Source: an optimization exercise on an open RTL-to-GDS flow (aim: small area). Production flows keep margins and buffers that such runs may drop.
In this exercise RTL edits were held to simulation tests only and were not proved equivalent to the original.
Power is estimated from default activity; no workload was simulated.

**flow/flow/run.sh**
```bash
#!/bin/bash
# Layout flow: the standard ORFS flow (standard.sh, unchanged synthesis),
# with two settings of its own passed to ORFS:
#  - port buffers use buf_2 rather than the default delay buffer,
#  - clock tree: larger sink clusters, no dummy balancing loads.
# make's full output goes to flow_make.log; ORFS keeps each step's log
# under orfs/logs/.
set -uo pipefail
bash standard.sh \
  "BUFFER_PORTS_ARGS=-buffer_cell sky130_fd_sc_hd__buf_2" \
  "CTS_ARGS=-sink_clustering_enable -repair_clock_nets -dont_use_dummy_load -sink_clustering_size 20 -sink_clustering_max_diameter 60 -buf_list sky130_fd_sc_hd__clkbuf_16" \
  finish > flow_make.log 2>&1
```
**flow/standard.sh**
```bash
#!/bin/bash
# synth_recipe.tcl (not shown) runs the flow's synth.tcl, then flattens the netlist and writes it again
# the make line also repeats each setting of config.mk as NAME=value (left out here)
make -C /OpenROAD-flow-scripts/flow DESIGN_CONFIG=/design/flow/config.mk WORK_HOME=/design/flow/orfs CLKGATE_MAP_FILE= SYNTH_SCRIPT=/design/flow/synth_recipe.tcl "${@:-finish}"
```
**flow/config.mk**
```make
export PLATFORM = sky130hd
export DESIGN_NAME = TopLevel
export DESIGN_NICKNAME = TopLevel
export VERILOG_FILES = /design/flow/design.v
export SDC_FILE = /design/flow/constraint.sdc
export NUM_CORES = 4
export LEC_CHECK = 0
export CAP_MARGIN = 0
export CORE_MARGIN = 2
export CORE_UTILIZATION = 40
export SETUP_SLACK_MARGIN = 0.1
export SLEW_MARGIN = 0
export SYNTH_HIERARCHICAL = 1
```
**flow/constraint.sdc**
```tcl
create_clock -name core_clock -period 9.5 [get_ports {clk}]
set_input_delay 1.9000 -clock core_clock [delete_from_list [all_inputs] [get_ports {clk}]]
set_output_delay 1.9000 -clock core_clock [all_outputs]
set_load 0.01 [all_outputs]
```
**flow/design.v**
```verilog
`timescale 1ns/1ns
module ALU(
    input wire [31:0] a,
    input wire [31:0] b,
    input wire [6:0] alu_sel,
    output wire [31:0] result
);
    wire op_add = alu_sel[0];
    wire op_sub = alu_sel[1] | alu_sel[2];
    wire arith  = alu_sel[0] | alu_sel[1];
    wire op_slt = alu_sel[2];
    wire [3:0] lut;
    assign lut[0] = op_sub | alu_sel[6];                          
    assign lut[1] = op_add | alu_sel[4] | alu_sel[5];             
    assign lut[2] = op_add | alu_sel[4] | alu_sel[5];             
    assign lut[3] = op_sub | alu_sel[3] | alu_sel[4];             
    reg [31:0] p;
    integer k;
    always @(*)
        for (k = 0; k < 32; k = k + 1)
            p[k] = lut[{a[k], b[k]}];
    reg [31:0] G, P;
    integer i, s;
    always @(*) begin
        G = a;
        P = p;
        G[0] = p[0] ? op_sub : a[0];
        for (s = 1; s < 32; s = s * 2)
            for (i = 2*s - 1; i < 32; i = i + 2*s) begin
                G[i] = P[i] ? G[i-s] : G[i];
                P[i] = P[i] & P[i-s];
            end
        for (s = 8; s >= 1; s = s / 2)
            for (i = 3*s - 1; i < 32; i = i + 2*s) begin
                G[i] = P[i] ? G[i-s] : G[i];
                P[i] = P[i] & P[i-s];
            end
    end
    wire [31:0] c = {G[30:0], op_sub};
    wire cout = G[31];
    wire [31:0] r = (p & {32{~op_slt}}) ^ (c & {32{arith}});
    assign result = {r[31:1], op_slt ? ~cout : r[0]};
endmodule
`timescale 1ns/1ns
module ALUcontrol(
    input wire rtype,
    input wire [5:0] funct,
    output wire [6:0] alu_sel
);
    wire hi = rtype & (funct[5:4] == 2'b10);
    assign alu_sel[0] = hi & (funct[3:0] == 4'b0000);
    assign alu_sel[1] = hi & (funct[3:0] == 4'b0010);
    assign alu_sel[2] = hi & (funct[3:0] == 4'b1010);
    assign alu_sel[3] = hi & (funct[3:0] == 4'b0100);
    assign alu_sel[4] = hi & (funct[3:0] == 4'b0101);
    assign alu_sel[5] = hi & (funct[3:0] == 4'b0110);
    assign alu_sel[6] = hi & (funct[3:0] == 4'b0111);
endmodule
`timescale 1ns/1ns
module UnidadDeControl(
    input wire [5:0] opcode,
    output wire reg_write
);
    assign reg_write = (opcode == 6'b000000);
endmodule
`timescale 1ns/1ns
module BancoDeRegistros(
    input wire clk,
    input wire reset,
    input wire reg_write_enable,
    input wire [4:0] reg_read_addr_1,
    input wire [4:0] reg_read_addr_2,
    input wire [4:0] reg_write_addr,
    input wire [31:0] reg_write_data,
    output wire [31:0] reg_read_data_1,
    output wire [31:0] reg_read_data_2
);
    wire [991:0] qt;
    wire [30:0] sel1, sel2;
    genvar i, j;
    generate
        for (i = 1; i < 32; i = i + 1) begin : r
            reg [31:0] q;
            reg v;
            wire we = reg_write_enable & (reg_write_addr == i);
            always @(posedge clk)
                if (we) q <= reg_write_data;
            always @(posedge clk or posedge reset)
                if (reset) v <= 1'b0;
                else       v <= v | we;
            assign sel1[i-1] = v & (reg_read_addr_1 == i);
            assign sel2[i-1] = v & (reg_read_addr_2 == i);
            for (j = 0; j < 32; j = j + 1) begin : b
                assign qt[j*31 + i-1] = q[j];
            end
        end
        for (j = 0; j < 32; j = j + 1) begin : o
            ReadBit rb1(.q(qt[j*31 +: 31]), .s(sel1), .y(reg_read_data_1[j]));
            ReadBit rb2(.q(qt[j*31 +: 31]), .s(sel2), .y(reg_read_data_2[j]));
        end
    endgenerate
endmodule
module ReadBit(
    input wire [30:0] q,
    input wire [30:0] s,
    output wire y
);
    wire [10:0] t;
    genvar k;
    generate
        for (k = 0; k < 10; k = k + 1) begin : g
            SelOr3n u(.q(q[3*k +: 3]), .s(s[3*k +: 3]), .yn(t[k]));
        end
    endgenerate
    assign t[10] = ~(q[30] & s[30]);
    assign y = ~&t;
endmodule
module SelOr3n(
    input wire [2:0] q,
    input wire [2:0] s,
    output wire yn
);
    assign yn = ~((q[0] & s[0]) | (q[1] & s[1]) | (q[2] & s[2]));
endmodule
`timescale 1ns/1ns
module TopLevel(
    input wire clk,
    input wire reset,
    input wire [31:0] instruction,
    output wire [31:0] result
);
wire [5:0] opcode = instruction[31:26];
wire [4:0] rs = instruction[25:21];
wire [4:0] rt = instruction[20:16];
wire [4:0] rd = instruction[15:11];
wire [5:0] funct = instruction[5:0];
wire reg_write;
wire [6:0] alu_sel;
wire [31:0] reg_read_data_1, reg_read_data_2;
wire [31:0] alu_result;
    UnidadDeControl control_unit(
        .opcode(opcode),
        .reg_write(reg_write)
    );
    ALUcontrol alu_control_unit(
        .rtype(reg_write),
        .funct(funct),
        .alu_sel(alu_sel)
    );
    BancoDeRegistros register_file(
        .clk(clk),
        .reset(reset),
        .reg_write_enable(reg_write),
        .reg_read_addr_1(rs),
        .reg_read_addr_2(rt),
        .reg_write_addr(rd),
        .reg_write_data(alu_result),
        .reg_read_data_1(reg_read_data_1),
        .reg_read_data_2(reg_read_data_2)
    );
    ALU alu_unit(
        .a(reg_read_data_1),
        .b(reg_read_data_2),
        .alu_sel(alu_sel),
        .result(alu_result)
    );
    assign result = alu_result;
endmodule
```
==> key figures, run 1 <==
Floorplanning
  – # rows: 120
  – Initial Utilization: 40.3%
  – Die ar.: 0.110 mm²
  – Area of the core: 0.107 mm²
  – Chip Height: 332 µm
  – Number of I/O pins: 66
  – Die width: 332 µm

Final layout
  – NumNets Final: 2972
  – Leading cell type in the layout, fill and taps excluded: edfxtp_1
  – Multi-input gate area: 0.0127 mm²
  – Layout cells sized above 1: 17.1%
  – Commonest cells after routing, fill and taps aside: 992 x edfxtp_1, 640 x a222oi_1, 218 x buf_4, 131 x nand4_1, 97 x nand2_1
  – Seq. cell area: 0.0306 mm²
  – Fillers: 9164
  – Synthesis-to-layout area growth: 15.4%

Synthesis
  – Async set-reset flop share out of synthesis: 3.03%
  – Share of the synthesized area in the top cell type: 69.2%
  – Mapped Cells: 2598
  – Yosys top cell by area: edfxtp_1
  – Post-synthesis sequential area ratio: 71.0%
  – Mapped cell area: 0.0431 mm²
  – Synth Warn #: 8
  – #FFs+latches synth: 1023
  – EDFF count, synth: 992
  – Largest cells by area after synthesis: edfxtp_1 69%, a222oi_1 15%, nand4_1 1.9%
  – Syn Nets: 2632
  – Netlist cell types: 80
  – Ys flop type: edfxtp_1
  – Avg Inst Size Synth: 16.6 µm²

Worst setup path
  – CP most frequent cell: buf_4
  – Worst Path Arrival: 7480 ps
  – Setup slack, reg-to-reg: 3530 ps
  – Critical Path Max Stage Delay: 750 ps
  – R2r endpoint: register_file.r[27].q[31]$_DFFE_PP_
  – CP Data Required Time: 7600 ps
  – Reg2reg path depth: 17
  – Slowest-stage cell, CP: a2111o_1
  – CP Class: in -> out
  – Crit-path cells: buf_2, and2_1, and3_2, buf_4, a222oi_1, nand4_1, a2111o_1, nor4_2, a211oi_2, o211ai_1, or3_1, a21boi_2, o22ai_4, a2111oi_1, buf_4, or4b_1, nand4_1, buf_4, buf_2
  – Critical-path maximum fanout: 19
  – Worst R2R Start: register_file.r[10].v$_DFF_PP0_
  – Crit path capture type: primary output
  – Critical Path Start Type: input port

Clock network
  – Clock tree sinks: 1023
  – Maximum root-to-sink buffer count: 3
  – # hold bufs at CTS: 0
  – Total CTS buffers: 80
  – Clock transition at path regs: 70 ps
  – H-tree Lvls: 3
  – Root buffer cell: clkbuf_16
  – Clock latency (worst-skew pair): 680 ps
  – CTS tree: done

Routing
  – Post-route ant nets: 0
  – DRT Pass-1 Iters: 14
  – DRC viols: 0
  – Routed len/inst: 39.7 µm
  – Routed WL: 172000 µm
  – DR vias/cell: 7.66
  – First DRT Iteration DRCs: 9026
  – DR vias: 33295

STA
  – Worst Hold Margin: 485 ps
  – Slew Viols, Final: 0
  – Max frequency: 0.107 GHz
  – RSZ-0062 raised after global routing: no
  – Setup TNS: 0 ps
  – Worst Tran Pin Value: 1380 ps
  – Final setup violation count: 0
  – Relative slew slack: 8.24%
  – Skew final: 78.9 ps
  – Tcrit/Tclk final: 98.7%
  – Count of final hold-check violations: 0
  – Fin crit period: 9380 ps

Placement
  – Port bufs: 60
  – HPWL after detailed placement: 109000 µm
  – Gp weighted congestion: 0.928

Pwr
  – Total power per unit cell area: 160 mW/mm²
  – Static Leak: 17.3 nW
  – Worst VDD drop: 0.178 mV
  – Power Total: 7.97 mW

Min path
  – Worst Hold Launch: register_file.r[3].v$_DFF_PP0_
  – Min-Delay Path Class: reg -> reg
  – Hold depth: 1
  – WHS Endpoint: register_file.r[3].v$_DFF_PP0_

Run
  – # Max-Cap Violations: 0

Outcome
  – Result of the run: timing/DRC/antenna clean

GRT
  – Gr ovfl total: 0
  – Initial antenna violation count: 21
  – Overall Global Routing Usage: 30.0%
  – First-pass GRT wire length: 236000 µm
  – Vias in the first global route: 31753
  – Largest net degree at the start of global routing: 56
[worst max path at each step]
stage                 endpoint  slack, ps       startpoint
global placement    result[31]        140  instruction[18]
global route        result[31]        100  instruction[18]
CTS                 result[28]        110  instruction[18]
detailed placement  result[28]        100  instruction[18]
finish              result[31]        120  instruction[18]
floorplan           result[30]       1020  instruction[31]
[per-module statistics from Yosys, one instance, submodules excluded, excerpt]
module,times used,cells,area [µm²]
BancoDeRegistros,1,1203,31700
ALU,1,485,3090
ALUcontrol,1,12,116
ReadBit,64,4,27.5
UnidadDeControl,1,2,17.5
SelOr3n,640,1,10.0
[final cells by class]
| type | count | share of cell area, % |
|---|---|---|
| sequential | 1023 | 61.5 |
| multi-input combinational | 1506 | 25.6 |
| timing repair buffer | 311 | 5.22 |
| clock buffer | 80 | 4.03 |
| tap | 1403 | 3.53 |
| inverter | 16 | 0.121 |
| antenna | 5 | 0.0252 |
[flip-flops by register name, indices dropped and copies added (netlist names)]
name               flops
register_file.r.q    992
register_file.r.v     31
[Yosys cell counts (4+ instances only)]
cell type,instances
o21ai_0,25
nand4_1,131
or2_2,5
nand2_1,97
edfxtp_1,992
xor2_1,13
and3_1,66
nor4_1,26
nor2_1,101
a2111oi_0,4
nand2b_1,9
buf_2,26
a221oi_1,4
or3_1,6
nor3b_1,7
o221ai_1,5
xnor2_1,17
inv_1,16
buf_6,4
clkbuf_1,18
mux2i_1,27
dfrtp_1,31
o22ai_1,11
nor2b_1,10
a222oi_1,640
o211ai_1,5
a21oi_1,43
a211oi_1,27
nor4b_2,4
a21o_1,4
o21bai_1,36
nand4b_1,5
o31ai_1,7
or4_1,5
a2111o_1,64
and3b_1,6
and2_1,5
nor3_1,25
[logic make-up after synthesis]
group / synth area share (%)
xor gates and xnor gates: 0.610
muxes: 0.758
DFF: 71.0
AOI/OAI and AO/OA: 20.1
buffers and inverters: 0.764
and+or+nand+nor: 6.78
[critical path: cells and delay by family]
family | cells | cell delay [ps]
AOI/OAI and AO/OA | 7 | 2050
and+or+nand+nor | 7 | 2610
buffers and inverters | 5 | 900
[where the power goes]
part | leakage, nW | total [mW] | internal (mW) | switching (mW)
Sequential | 10.2 | 4.89 | 4.89 | 0.00283
Combinational | 6.11 | 0.124 | 0.0347 | 0.0894
Clock | 0.986 | 2.95 | 1.48 | 1.47
[metrics by stage]
step / setup WS, ps / instances / instance area (µm²) / utilization [%]
after floorplan: 1020 / 2598 / 43100 / -
after global placement: 144 / 4257 / 47700 / 44.6
after detailed placement: 96.8 / 4257 / 47700 / 44.6
after CTS: 112 / 4337 / 49700 / 46.4
after global routing: 103 / 4341 / 49700 / 46.5
final: 119 / 4344 / 49700 / 46.5
[layer usage]
layer  global-route usage (%)  vias to the layer above  part of all wire, %
met5                        0                        -                0.097
met4                     18.2                       26                  6.9
met3                     8.97                      507                   15
met2                     44.9                     2989                   44
met1                     38.4                    16691                   34
li1                         -                    13082                    -
[what timing repair did]
action                     4_1_cts  5_1_grt
pin swaps                        1        5
hold endpoints to repair         0        0
gates resized for setup          0       16
buffers inserted                 0        2
setup endpoints to repair        1       17
==> run 2, diff against run 1 <==
==> flow/flow/run.sh (replaced) <==
#!/bin/bash
# Layout flow: the standard ORFS flow (standard.sh, unchanged synthesis),
# with two settings of its own passed to ORFS:
#  - port buffers use buf_2 rather than the default delay buffer,
#  - clock tree: clkbuf_8 buffers on clusters of up to 14 sinks, no dummy
#    balancing loads.
# make's full output goes to flow_make.log; ORFS keeps each step's log
# under orfs/logs/.
set -uo pipefail
bash standard.sh \
  "BUFFER_PORTS_ARGS=-buffer_cell sky130_fd_sc_hd__buf_2" \
  "CTS_ARGS=-sink_clustering_enable -repair_clock_nets -dont_use_dummy_load -sink_clustering_size 14 -sink_clustering_max_diameter 50 -buf_list sky130_fd_sc_hd__clkbuf_8" \
  finish > flow_make.log 2>&1
==> run 2 against run 1 <==
Still clean on timing, DRC and antenna. Combinational power is essentially flat. Clock skew up 20 ps. Synthesized cell count unchanged. Largest power group unchanged.
==> key figures, run 2 <==
Synthesis
  – Post-synthesis sequential area ratio: 71.0% (unchanged)
  – Synth Warn #: 8 (unchanged)
  – Share of the synthesized area in the top cell type: 69.2% (unchanged)
  – Yosys top cell by area: edfxtp_1
  – Mapped cell area: 0.0431 mm² (unchanged)
  – Syn Nets: 2632 (unchanged)
  – Ys flop type: edfxtp_1
  – Largest cells by area after synthesis: edfxtp_1 69%, a222oi_1 15%, nand4_1 1.9%
  – Mapped Cells: 2598 (unchanged)
  – Netlist cell types: 80 (unchanged)
  – Post-synth top cells: 992 x edfxtp_1, 640 x a222oi_1, 131 x nand4_1
  – Count leader, synth: edfxtp_1
  – EDFF count, synth: 992 (unchanged)
  – #FFs+latches synth: 1023 (unchanged)
  – Async set-reset flop share out of synthesis: 3.03% (unchanged)
  – Avg Inst Size Synth: 16.6 µm² (unchanged)

Routing
  – First DRT Iteration DRCs: 8995 (-0.34%)
  – DR vias: 33357 (+0.19%)
  – DRT Pass-1 Iters: 14 (unchanged)
  – Routed len/inst: 39.5 µm (-0.52%)
  – DRC viols: 0 (unchanged)
  – DR vias/cell: 7.62 (-0.55%)
  – Post-route ant nets: 0 (unchanged)
  – Routed WL: 173000 µm (+0.22%)

Pwr
  – Total power per unit cell area: 152 mW/mm² (-5.3%)
  – Static Leak: 17.1 nW (-1.2%)
  – Worst VDD drop: 0.122 mV (-31%)

STA
  – RSZ-0062 raised after global routing: no
  – Relative slew slack: 9.72% (+1.5 points)
  – Skew final: 99.0 ps (+20.2 ps)
  – Tcrit/Tclk final: 98.3% (-0.48 points)
  – Max frequency: 0.107 GHz (+0.49%)
  – Worst Tran Pin Value: 1350 ps (-22.2 ps)
  – Final setup violation count: 0 (unchanged)
  – Setup TNS: 0 ps (unchanged)
  – Count of final hold-check violations: 0 (unchanged)
  – Fin crit period: 9340 ps (-46.0 ps)
  – Slew Viols, Final: 0 (unchanged)
  – Final WS setup: 165 ps (+46.0 ps)

Min path
  – WHS Endpoint: register_file.r[3].v$_DFF_PP0_
  – Hold depth: 1 (unchanged)
  – Worst Hold Launch: register_file.r[3].v$_DFF_PP0_
  – Min-Delay Path Class: reg -> reg

Worst setup path
  – Worst Path Arrival: 7440 ps (-40 ps)
  – Critical-path maximum fanout: 19 (unchanged)
  – CP Data Required Time: 7600 ps (about the same)
  – Setup slack, reg-to-reg: 3570 ps (+40 ps)
  – R2r endpoint: register_file.r[29].q[13]$_DFFE_PP_
  – Critical Path Start Type: input port
  – Worst R2R Start: register_file.r[22].v$_DFF_PP0_
  – CP Class: in -> out
  – Reg2reg path depth: 17 (unchanged)
  – Crit path capture type: primary output

Placement
  – Gp weighted congestion: 0.928 (unchanged)
  – Place WS: 96.8 ps (unchanged)
  – HPWL after detailed placement: 109000 µm (unchanged)
  – Port bufs: 60 (unchanged)

Final layout
  – Fillers: 9222 (+0.63%)
  – Max reg flops: 992 (unchanged)
  – NumNets Final: 3001 (+0.98%)
  – Top reg by flops: register_file.r.q
  – Synthesis-to-layout area growth: 14.3%
  – Largest regs: register_file.r.q: 992 flops, register_file.r.v: 31 flops
  – Commonest cells after routing, fill and taps aside: 992 x edfxtp_1, 640 x a222oi_1, 218 x buf_4, 131 x nand4_1, 109 x clkbuf_8
  – Leading cell type in the layout, fill and taps excluded: edfxtp_1
  – Layout cells sized above 1: 17.8% (+0.74 points)

Floorplanning
  – Area of the core: 0.107 mm² (unchanged)
  – Chip Height: 332 µm (unchanged)
  – Number of I/O pins: 66 (unchanged)
  – Die width: 332 µm (unchanged)
  – # rows: 120 (unchanged)
  – Die ar.: 0.110 mm² (unchanged)
  – Initial Utilization: 40.3% (unchanged)

Clock network
  – Clock latency (worst-skew pair): 820 ps (+140 ps)
  – Root buffer cell: clkbuf_8
  – Clock transition at path regs: 50 ps (-20 ps)
  – H-tree Lvls: 3 (unchanged)
  – CTS tree: done
  – Total CTS buffers: 109 (+36%)
  – Clock tree sinks: 1023 (unchanged)
  – # hold bufs at CTS: 0 (unchanged)
  – Maximum root-to-sink buffer count: 3 (unchanged)

GRT
  – GR Util met1: 38.3% (-0.10 points)
  – GR Util met2: 44.8% (-0.14 points)
  – First-pass GRT wire length: 237000 µm (+0.30%)
  – Overall Global Routing Usage: 30.1% (+0.058 points)
  – Largest net degree at the start of global routing: 56 (unchanged)
  – Initial antenna violation count: 20 (-4.8%)
  – Met3 Use GR: 8.83% (-0.15 points)
  – Top Usage Layer GRT: met2
  – Gr ovfl total: 0 (unchanged)
  – Vias in the first global route: 32129 (+1.2%)

Outcome
  – Result of the run: timing/DRC/antenna clean

Run
  – # Max-Cap Violations: 0 (unchanged)
[run 2: cell counts after synthesis]
No cell type changed its count.
[run 2: repair_timing]
| action | CTS | global route |
|---|---|---|
| pin swaps | 1 | 6 |
| endpoints found under the setup margin | 1 | 17 |
| gates resized for setup | 0 | 13 |
| buffers inserted | 0 | 2 |
[run 2: modules after synthesis (local to each module, per instance), a selection]
module	times used	cell area, µm²
UnidadDeControl	1	17.5
SelOr3n	640	10.0
BancoDeRegistros	1	31700
ReadBit	64	27.5
ALUcontrol	1	116
ALU	1	3090
[run 2: per-stage QoR]
stage / cell area (µm²) / utilization (%) / power (mW) / hold slack, ps / cells
final: 49200 / 46.1 / 7.47 / 483 / 4376
after floorplan: 43100 / - / 5.05 / 448 / 2598
after detailed placement: 47700 / 44.6 / 5.11 / 471 / 4257
after global routing: 49200 / 46.0 / 7.66 / 499 / 4370
after CTS: 49200 / 46.0 / 7.49 / 483 / 4366
after global placement: 47700 / 44.6 / 5.11 / 461 / 4257
[run 2: cell type report]
cell class | count | area (µm²) | share of cell area [%]
clock buffer | 109 | 1500 | 3.05
tap | 1403 | 1760 | 3.57
sequential | 1023 | 30600 | 62.1
timing repair buffer | 311 | 2600 | 5.28
antenna | 8 | 20.0 | 0.0407
multi-input combinational | 1506 | 12700 | 25.9
inverter | 16 | 60.1 | 0.122
[run 2: worst max-delay path: stages]
cell and delay (ps):
buf_2 140, and2_1 320, and3_1 350, buf_4 290, a222oi_1 330, nand4_1 570
a2111o_1 710, a211oi_1 340, o211ai_1 220, or3_1 490, a21boi_2 250, o22ai_4 140
buf_4 160, a21oi_1 290, a21oi_1 160, xnor2_2 490, buf_2 240
[run 2: how the worst max path moves through the flow]
stage	start	to	slack [ps]	cells after the start
after floorplan	instruction[31]	result[30]	1020	14
after global placement	instruction[18]	result[31]	140	20
after detailed placement	instruction[18]	result[28]	100	18
after CTS	instruction[18]	result[28]	110	18
after global routing	instruction[18]	result[31]	120	19
final	instruction[18]	result[29]	160	17
[run 2: logic make-up after synthesis]
kind of cell	count (synthesis)	share of synthesized area, %
AO/OA/AOI/OAI	918	20.1
XOR/XNOR	30	0.610
buffers and inverters	69	0.764
flip-flops	1023	71.0
multiplexers	31	0.758
AND/OR/NAND/NOR	527	6.78
[run 2: layer usage]
layer,wire length (µm),share of wire [%]
met2,74900,43
met3,26200,15
met5,130,0.075
met4,12700,7.4
met1,58700,34
[run 2: power by group]
group / switching [mW] / internal, mW
Clock: 1.44 / 1.01
Combinational: 0.0895 / 0.0347
Sequential: 0.00281 / 4.89
Total: 1.53 / 5.93
==> run 3, diff against run 2 <==
--- a/flow/config.mk
+++ b/flow/config.mk
@@ -9,3 +9,3 @@
 export CORE_MARGIN = 2
-export CORE_UTILIZATION = 40
+export CORE_UTILIZATION = 55
 export SETUP_SLACK_MARGIN = 0.1
==> run 3 against run 2 <==
Highest routed layer unchanged. Clock power shrank 4%. First-iteration DRC count grew 3.4%. Utilization grew 17 points. Critical endpoint is now result[28]. Clock-buffer cell count shrank 8. Power shrank 1.5%. Critical path depth grew 2.
==> key figures, run 3 <==
Worst setup path
  – Critical Path Start Type: input port
  – Reg2reg path depth: 17 (unchanged)
  – Worst Path Arrival: 7380 ps (-60 ps)
  – Setup slack, reg-to-reg: 3720 ps (+150 ps)
  – CP Class: in -> out
  – CP Data Required Time: 7600 ps (about the same)
  – Crit path capture type: primary output
  – R2r endpoint: register_file.r[18].q[28]$_DFFE_PP_
  – Worst R2R Start: register_file.r[30].v$_DFF_PP0_
  – Critical-path maximum fanout: 15 (-4)

Synthesis
  – Count leader, synth: edfxtp_1
  – #FFs+latches synth: 1023 (unchanged)
  – Post-synthesis sequential area ratio: 71.0% (unchanged)
  – Share of the synthesized area in the top cell type: 69.2% (unchanged)
  – Synth Warn #: 8 (unchanged)
  – Async set-reset flop share out of synthesis: 3.03% (unchanged)
  – Netlist cell types: 80 (unchanged)
  – Post-synth top cells: 992 x edfxtp_1, 640 x a222oi_1, 131 x nand4_1
  – Avg Inst Size Synth: 16.6 µm² (unchanged)
  – Ys flop type: edfxtp_1
  – Mapped cell area: 0.0431 mm² (unchanged)
  – Mapped Cells: 2598 (unchanged)
  – Largest cells by area after synthesis: edfxtp_1 69%, a222oi_1 15%, nand4_1 1.9%
  – Yosys top cell by area: edfxtp_1
  – Syn Nets: 2632 (unchanged)
  – EDFF count, synth: 992 (unchanged)

Floorplanning
  – # rows: 102 (-15%)
  – Chip Height: 284 µm (-15%)
  – Initial Utilization: 55.6% (+15 points)
  – Area of the core: 0.0775 mm² (-28%)
  – Die ar.: 0.0806 mm² (-27%)
  – Die width: 284 µm (-15%)
  – Number of I/O pins: 66 (unchanged)

GRT
  – Initial antenna violation count: 11 (-45%)
  – Largest net degree at the start of global routing: 33 (-41%)
  – Overall Global Routing Usage: 41.9% (+12 points)
  – Gr ovfl total: 0 (unchanged)
  – Vias in the first global route: 32275 (+0.45%)
  – First-pass GRT wire length: 238000 µm (+0.50%)

Pwr
  – Worst VDD drop: 0.149 mV (+22%)
  – Power Total: 7.36 mW (-1.5%)
  – Register share of total power: 66.5% (+1.0 points)
  – Sw Pwr: 1.49 mW (-2.7%)
  – Internal power: 5.86 mW (-1.2%)
  – Total power per unit cell area: 151 mW/mm² (-0.40%)
  – Static Leak: 17.1 nW (-0.21%)
  – Clock Power Share: 31.8% (-1.0 points)
  – Comb pwr share: 1.7% (about the same)
  – Sw Share: 20.3% (-0.24 points)

Run
  – # Max-Cap Violations: 0 (unchanged)

Clock network
  – Clock transition at path regs: 60 ps (about the same)
  – Total CTS buffers: 101 (-7.3%)
  – # hold bufs at CTS: 0 (unchanged)
  – Maximum root-to-sink buffer count: 3 (unchanged)
  – Clock latency (worst-skew pair): 780 ps (-40 ps)
  – Root buffer cell: clkbuf_8
  – H-tree Lvls: 3 (unchanged)
  – CTS tree: done
  – Clock tree sinks: 1023 (unchanged)

Final layout
  – Layout cells sized above 1: 18.6% (+0.78 points)
  – Top reg by flops: register_file.r.q
  – Max reg flops: 992 (unchanged)
  – Leading cell type in the layout, fill and taps excluded: edfxtp_1
  – Synthesis-to-layout area growth: 13.0%
  – Largest regs: register_file.r.q: 992 flops, register_file.r.v: 31 flops
  – NumNets Final: 3001 (unchanged)
  – Final Util: 62.9% (+17 points)
  – Commonest cells after routing, fill and taps aside: 992 x edfxtp_1, 640 x a222oi_1, 232 x buf_4, 131 x nand4_1, 101 x clkbuf_8

Routing
  – DR vias: 33801 (+1.3%)
  – DR vias/cell: 8.42 (+10%)
  – DRT Pass-1 Iters: 14 (unchanged)
  – Routed len/inst: 43.0 µm (+9.0%)
  – First DRT Iteration DRCs: 9298 (+3.4%)
  – DRC viols: 0 (unchanged)
  – Routed WL: 172000 µm (about the same)
  – Post-route ant nets: 0 (unchanged)

STA
  – Worst Tran Pin Value: 1210 ps (-143 ps)
  – Slew Viols, Final: 0 (unchanged)
  – Relative slew slack: 18.8% (+9.1 points)
  – Tcrit/Tclk final: 97.7% (-0.54 points)
  – RSZ-0062 raised after global routing: no
  – Skew final: 118 ps (+19.4 ps)
  – Count of final hold-check violations: 0 (unchanged)
  – Max frequency: 0.108 GHz (+0.55%)
  – Fin crit period: 9280 ps (-51.0 ps)
  – Setup TNS: 0 ps (unchanged)
  – Final setup violation count: 0 (unchanged)
  – Worst Hold Margin: 489 ps (+6.08 ps)

Min path
  – Min-Delay Path Class: reg -> reg
  – WHS Endpoint: register_file.r[2].v$_DFF_PP0_
  – Hold depth: 1 (unchanged)
  – Worst Hold Launch: register_file.r[2].v$_DFF_PP0_

Placement
  – Gp weighted congestion: 0.961 (+3.6%)
  – HPWL after detailed placement: 111000 µm (+1.9%)
  – Port bufs: 60 (unchanged)

Outcome
  – Result of the run: timing/DRC/antenna clean
-- run 3: cell counts after synthesis --
No cell type changed its count.
-- run 3: critical path: stages --
cell       delay (ps)
buf_2             110
and2_0            360
and3_1            440
buf_4             290
a222oi_1          330
nand4_1           390
a2111o_1          640
o41a_1            490
o32ai_1           140
a21oi_1           100
a2111oi_0         430
a21oi_1           180
o22ai_4           210
buf_4             170
a21o_1            150
nor4_1             60
or4_1             570
buf_4             230
buf_2             160
-- run 3: timing repair --
action | CTS | global route
gates resized for setup | 0 | 19
buffers inserted | 0 | 1
endpoints found under the hold margin | 0 | 0
setup endpoints to repair | 0 | 18
-- run 3: routing by layer --
metal  GRT usage, %  routed length [µm]  vias to the layer above
met4           24.4               11800                       12
met3           13.9               28200                      608
met5          0.238                  80                        -
met2           61.6               74900                     3270
li1               -                   -                    13121
met1           54.6               57500                    16790
-- run 3: power by group through the flow --
stage | Combinational (mW) | Sequential, mW | Clock [mW]
after detailed placement | 0.119 | 4.99 | 0
after floorplan | 0.0544 | 4.99 | 0
after global routing | 0.129 | 4.89 | 2.51
after global placement | 0.115 | 4.99 | 0
after CTS | 0.119 | 4.89 | 2.35
final | 0.124 | 4.89 | 2.34
-- run 3: cells by family (layout without fill, tap and decap cells) --
kind of cell,count (synthesis),count (layout),synth area share (%)
flip-flops,1023,1023,71.0
AO/OA/AOI/OAI,918,918,20.1
AND/OR/NAND/NOR,527,527,6.78
buffers and inverters,69,436,0.764
multiplexers,31,31,0.758
XOR/XNOR,30,30,0.610
other,0,8,0
-- run 3: per-module statistics from Yosys (local to each module, per instance), a selection --
module / copies in the design / cell area (µm²)
ALUcontrol: 1 / 116
ALU: 1 / 3090
UnidadDeControl: 1 / 17.5
BancoDeRegistros: 1 / 31700
ReadBit: 64 / 27.5
SelOr3n: 640 / 10.0
-- run 3: how the worst max path moves through the flow --
| stage | from | end | slack, ps | cells after the start |
|---|---|---|---|---|
| 2_1_floorplan | instruction[31] | result[30] | 1020 | 14 |
| 3_3_place_gp | instruction[19] | result[28] | 260 | 19 |
| 3_5_place_dp | instruction[25] | result[28] | 220 | 19 |
| 4_1_cts | instruction[25] | result[28] | 190 | 19 |
| 5_1_grt | instruction[18] | result[28] | 90 | 19 |
| 6_report | instruction[18] | result[28] | 220 | 19 |
-- run 3: final cells by class --
cell class	instances	area [µm²]
timing repair buffer	319	2580
inverter	16	60.1
clock buffer	101	1390
fill	5755	28800
antenna	8	20.0
multi-input combinational	1506	12800
sequential	1023	30600
tap	1040	1300
-- run 3: per-stage QoR --
| step | setup WS [ps] | std cells | area, µm² |
|---|---|---|---|
| 3_3_place_gp | 256 | 3903 | 47200 |
| 3_5_place_dp | 217 | 3903 | 47200 |
| 5_1_grt | 92.7 | 4006 | 48700 |
| 4_1_cts | 194 | 4004 | 48600 |
| 6_report | 216 | 4013 | 48700 |
| 2_1_floorplan | 1020 | 2598 | 43100 |
==> run 4, diff against run 3 <==
--- a/flow/config.mk
+++ b/flow/config.mk
@@ -9,4 +9,5 @@
 export CORE_MARGIN = 2
-export CORE_UTILIZATION = 55
-export SETUP_SLACK_MARGIN = 0.1
+export CORE_UTILIZATION = 65
+export PLACE_DENSITY = 0.72
+export SETUP_SLACK_MARGIN = 0.3
 export SLEW_MARGIN = 0
==> run 4 against run 3 <==
Clock skew is 27 ps higher. Via count up 1.9%. Die area fell by 15%. Critical endpoint is now result[29]. Largest power group unchanged.
==> key figures, run 4 <==
STA
  – Slew Viols, Final: 0 (unchanged)
  – Worst Tran Pin Value: 1180 ps (-34.6 ps)
  – Final WS setup: 281 ps (+65.2 ps)
  – Relative slew slack: 21.4% (+2.6 points)
  – Max frequency: 0.108 GHz (+0.71%)
  – Fin crit period: 9220 ps (-65.2 ps)
  – Count of final hold-check violations: 0 (unchanged)
  – Setup TNS: 0 ps (unchanged)
  – Skew final: 146 ps (+27.2 ps)
  – Tcrit/Tclk final: 97.0% (-0.69 points)
  – Final setup violation count: 0 (unchanged)
  – RSZ-0062 raised after global routing: no

Synthesis
  – Syn Nets: 2632 (unchanged)
  – Avg Inst Size Synth: 16.6 µm² (unchanged)
  – Largest cells by area after synthesis: edfxtp_1 69%, a222oi_1 15%, nand4_1 1.9%
  – Count leader, synth: edfxtp_1
  – Share of the synthesized area in the top cell type: 69.2% (unchanged)
  – Mapped Cells: 2598 (unchanged)
  – Yosys top cell by area: edfxtp_1
  – Synth Warn #: 8 (unchanged)
  – Netlist cell types: 80 (unchanged)
  – #FFs+latches synth: 1023 (unchanged)
  – Mapped cell area: 0.0431 mm² (unchanged)
  – Async set-reset flop share out of synthesis: 3.03% (unchanged)
  – Ys flop type: edfxtp_1
  – EDFF count, synth: 992 (unchanged)
  – Post-synth top cells: 992 x edfxtp_1, 640 x a222oi_1, 131 x nand4_1
  – Post-synthesis sequential area ratio: 71.0% (unchanged)

Floorplanning
  – Chip Height: 261 µm (-7.9%)
  – Die width: 261 µm (-7.9%)
  – Number of I/O pins: 66 (unchanged)
  – Initial Utilization: 65.6% (+10 points)
  – # rows: 94 (-7.8%)
  – Die ar.: 0.0683 mm² (-15%)
  – Area of the core: 0.0656 mm² (-15%)

GRT
  – Overall Global Routing Usage: 47.5% (+5.5 points)
  – Met3 Use GR: 19.3% (+5.4 points)
  – Top Usage Layer GRT: met2
  – GR Util met1: 62.0% (+7.4 points)
  – Largest net degree at the start of global routing: 38 (+15%)
  – Initial antenna violation count: 19 (+8)
  – First-pass GRT wire length: 227000 µm (-4.6%)
  – Vias in the first global route: 32495 (+0.68%)
  – GR Util met2: 67.3% (+5.7 points)
  – Gr ovfl total: 0 (unchanged)

Final layout
  – Largest regs: register_file.r.q: 992 flops, register_file.r.v: 31 flops
  – Design area: 0.0484 mm² (-0.70%)
  – Commonest cells after routing, fill and taps aside: 992 x edfxtp_1, 640 x a222oi_1, 263 x buf_4, 131 x nand4_1, 97 x nand2_1
  – Layout cells sized above 1: 19.0% (+0.41 points)
  – NumNets Final: 3006 (+0.17%)
  – Leading cell type in the layout, fill and taps excluded: edfxtp_1
  – Top reg by flops: register_file.r.q
  – Synthesis-to-layout area growth: 12.2%
  – Max reg flops: 992 (unchanged)

Worst setup path
  – Critical-path maximum fanout: 11 (-4)
  – CP Class: in -> out
  – Worst Path Arrival: 7320 ps (-60 ps)
  – Critical Path Start Type: input port
  – Crit path capture type: primary output
  – CP Data Required Time: 7600 ps (about the same)

Clock network
  – Maximum root-to-sink buffer count: 3 (unchanged)
  – # hold bufs at CTS: 0 (unchanged)
  – Root buffer cell: clkbuf_8
  – H-tree Lvls: 3 (unchanged)
  – CTS tree: done
  – Total CTS buffers: 93 (-7.9%)
  – Clock latency (worst-skew pair): 770 ps (about the same)
  – Clock transition at path regs: 70 ps (about the same)
  – Clock tree sinks: 1023 (unchanged)

Run
  – # Max-Cap Violations: 0 (unchanged)

Placement
  – Port bufs: 60 (unchanged)
  – DP Area: 0.0468 mm² (-0.85%)
  – Place WS: 241 ps (+24.0 ps)
  – HPWL after detailed placement: 107000 µm (-3.7%)
  – Gp weighted congestion: 0.962 (+0.12%)

Pwr
  – Worst VDD drop: 0.156 mV (+4.7%)
  – Static Leak: 17.1 nW (about the same)
  – Total power per unit cell area: 150 mW/mm² (-0.53%)

Routing
  – DR vias/cell: 8.95 (+6.3%)
  – DRT Pass-1 Iters: 17 (+3)
  – Routed len/inst: 42.6 µm (-0.85%)
  – First DRT Iteration DRCs: 11220 (+21%)
  – Routed WL: 164000 µm (-4.9%)
  – Post-route ant nets: 0 (unchanged)
  – DR vias: 34440 (+1.9%)
  – DRC viols: 0 (unchanged)

Min path
  – Min-Delay Path Class: reg -> reg

Outcome
  – Result of the run: timing/DRC/antenna clean
==> run 4: through the flow <==
stage               utilization (%)  power [mW]  hold WS, ps  std cells
floorplan                         -        5.05          448       2598
global placement               71.3        5.11          464       3737
detailed placement             71.3        5.11          466       3737
CTS                            73.3        7.23          487       3830
global route                   73.6        7.40          506       3835
finish                         73.7        7.27          492       3847
==> run 4: kinds of logic (layout without fill, tap and decap cells) <==
family,count (synthesis),after routing,share of synthesized area (%)
flops,1023,1023,71.0
compound gates,918,918,20.1
simple gates,527,527,6.78
buf+inv,69,441,0.764
mux,31,31,0.758
xor+xnor,30,30,0.610
other cells,0,13,0
==> run 4: cell type report <==
| type | count | area, µm² |
|---|---|---|
| antenna | 13 | 32.5 |
| sequential | 1023 | 30600 |
| fill | 4100 | 17300 |
| tap | 864 | 1080 |
| multi-input combinational | 1506 | 12900 |
| clock buffer | 93 | 1280 |
| timing repair buffer | 332 | 2450 |
| inverter | 16 | 60.1 |
==> run 4: worst paths after layout <==
kind,start,to,slack (ps),cells past startpoint
worst max register to register,register_file.r[25].v$_DFF_PP0_,register_file.r[9].q[29]$_DFFE_PP_,3630,17
worst max-delay path,instruction[24],result[29],280,17
worst min register to register,register_file.r[19].v$_DFF_PP0_,register_file.r[19].v$_DFF_PP0_,490,1
max in group asynchronous,reset,register_file.r[9].v$_DFF_PP0_,7820,3
worst min-delay path,register_file.r[19].v$_DFF_PP0_,register_file.r[19].v$_DFF_PP0_,490,1
min in group asynchronous,reset,register_file.r[29].v$_DFF_PP0_,1340,3
==> run 4: report_power, final <==
group / internal, mW / leakage [nW] / switching, mW
logic: 0.0352 / 6.20 / 0.0911
clock network: 0.869 / 0.669 / 1.38
registers: 4.89 / 10.2 / 0.00291
==> run 4: Yosys stat by module, one instance, submodules excluded, a selection <==
module	cell area [µm²]	copies in the design
SelOr3n	10.0	640
ALU	3090	1
ALUcontrol	116	1
ReadBit	27.5	64
BancoDeRegistros	31700	1
UnidadDeControl	17.5	1
==> run 4: repair_timing <==
item	4_1_cts	5_1_grt
setup endpoints to repair	5	19
resized for setup	3	54
buffers inserted	0	4
pin swaps	1	23
==> run 4: per-layer routing <==
layer,vias up,wire length (µm)
li1,13130,-
met3,764,31500
met2,3989,68800
met4,32,12000
met1,16525,51300
met5,-,357
==> run 4: worst max-delay path, cell delays in order <==
cell,delay (ps)
buf_2,190
and3b_1,260
and3_1,460
buf_4,330
a222oi_1,350
nand4_1,540
a2111o_1,630
nor3_1,370
o22ai_1,190
nor3_1,360
o2bb2ai_4,180
o22ai_4,110
buf_4,170
a21oi_1,300
a21oi_1,170
xnor2_2,530
buf_2,240

static timing again, ports no longer ideal:
No port has a modelled driver above. Below, the same layouts with a new extraction and two added sets of constraints. Step 1, drivers: a clkbuf_16 drives clk and a buf_2 each remaining input, both assumed. Step 2, shift: input delay + t, output delay - t, t = (earliest + latest rising clock arrival at the registers) / 2. This alone moves slack from input paths to output paths. Three values: ideal, step 1, step 2; two values: the first two.
run | shift t [ns] | setup WS [ns] | clock arrival spread, ns | worst slew at a driven data input, ns | pins driven straight from the clock port
run 1 | 0.720 | 0.119 / 0.054 / 0.054 | 0.079 / 0.079 | 0.11 | 1
run 2 | 0.839 | 0.165 / 0.075 / 0.075 | 0.099 / 0.099 | 0.11 | 1
run 3 | 0.782 | 0.216 / 0.196 / 0.196 | 0.119 / 0.118 | 0.14 | 1
run 4 | 0.763 | 0.281 / 0.208 / 0.208 | 0.146 / 0.145 | 0.10 | 1
After both steps setup and hold are still met in every run listed. The setup slack of run 2, which loses most, moves by -0.090 ns with the drivers and by -0.090 ns with both steps.
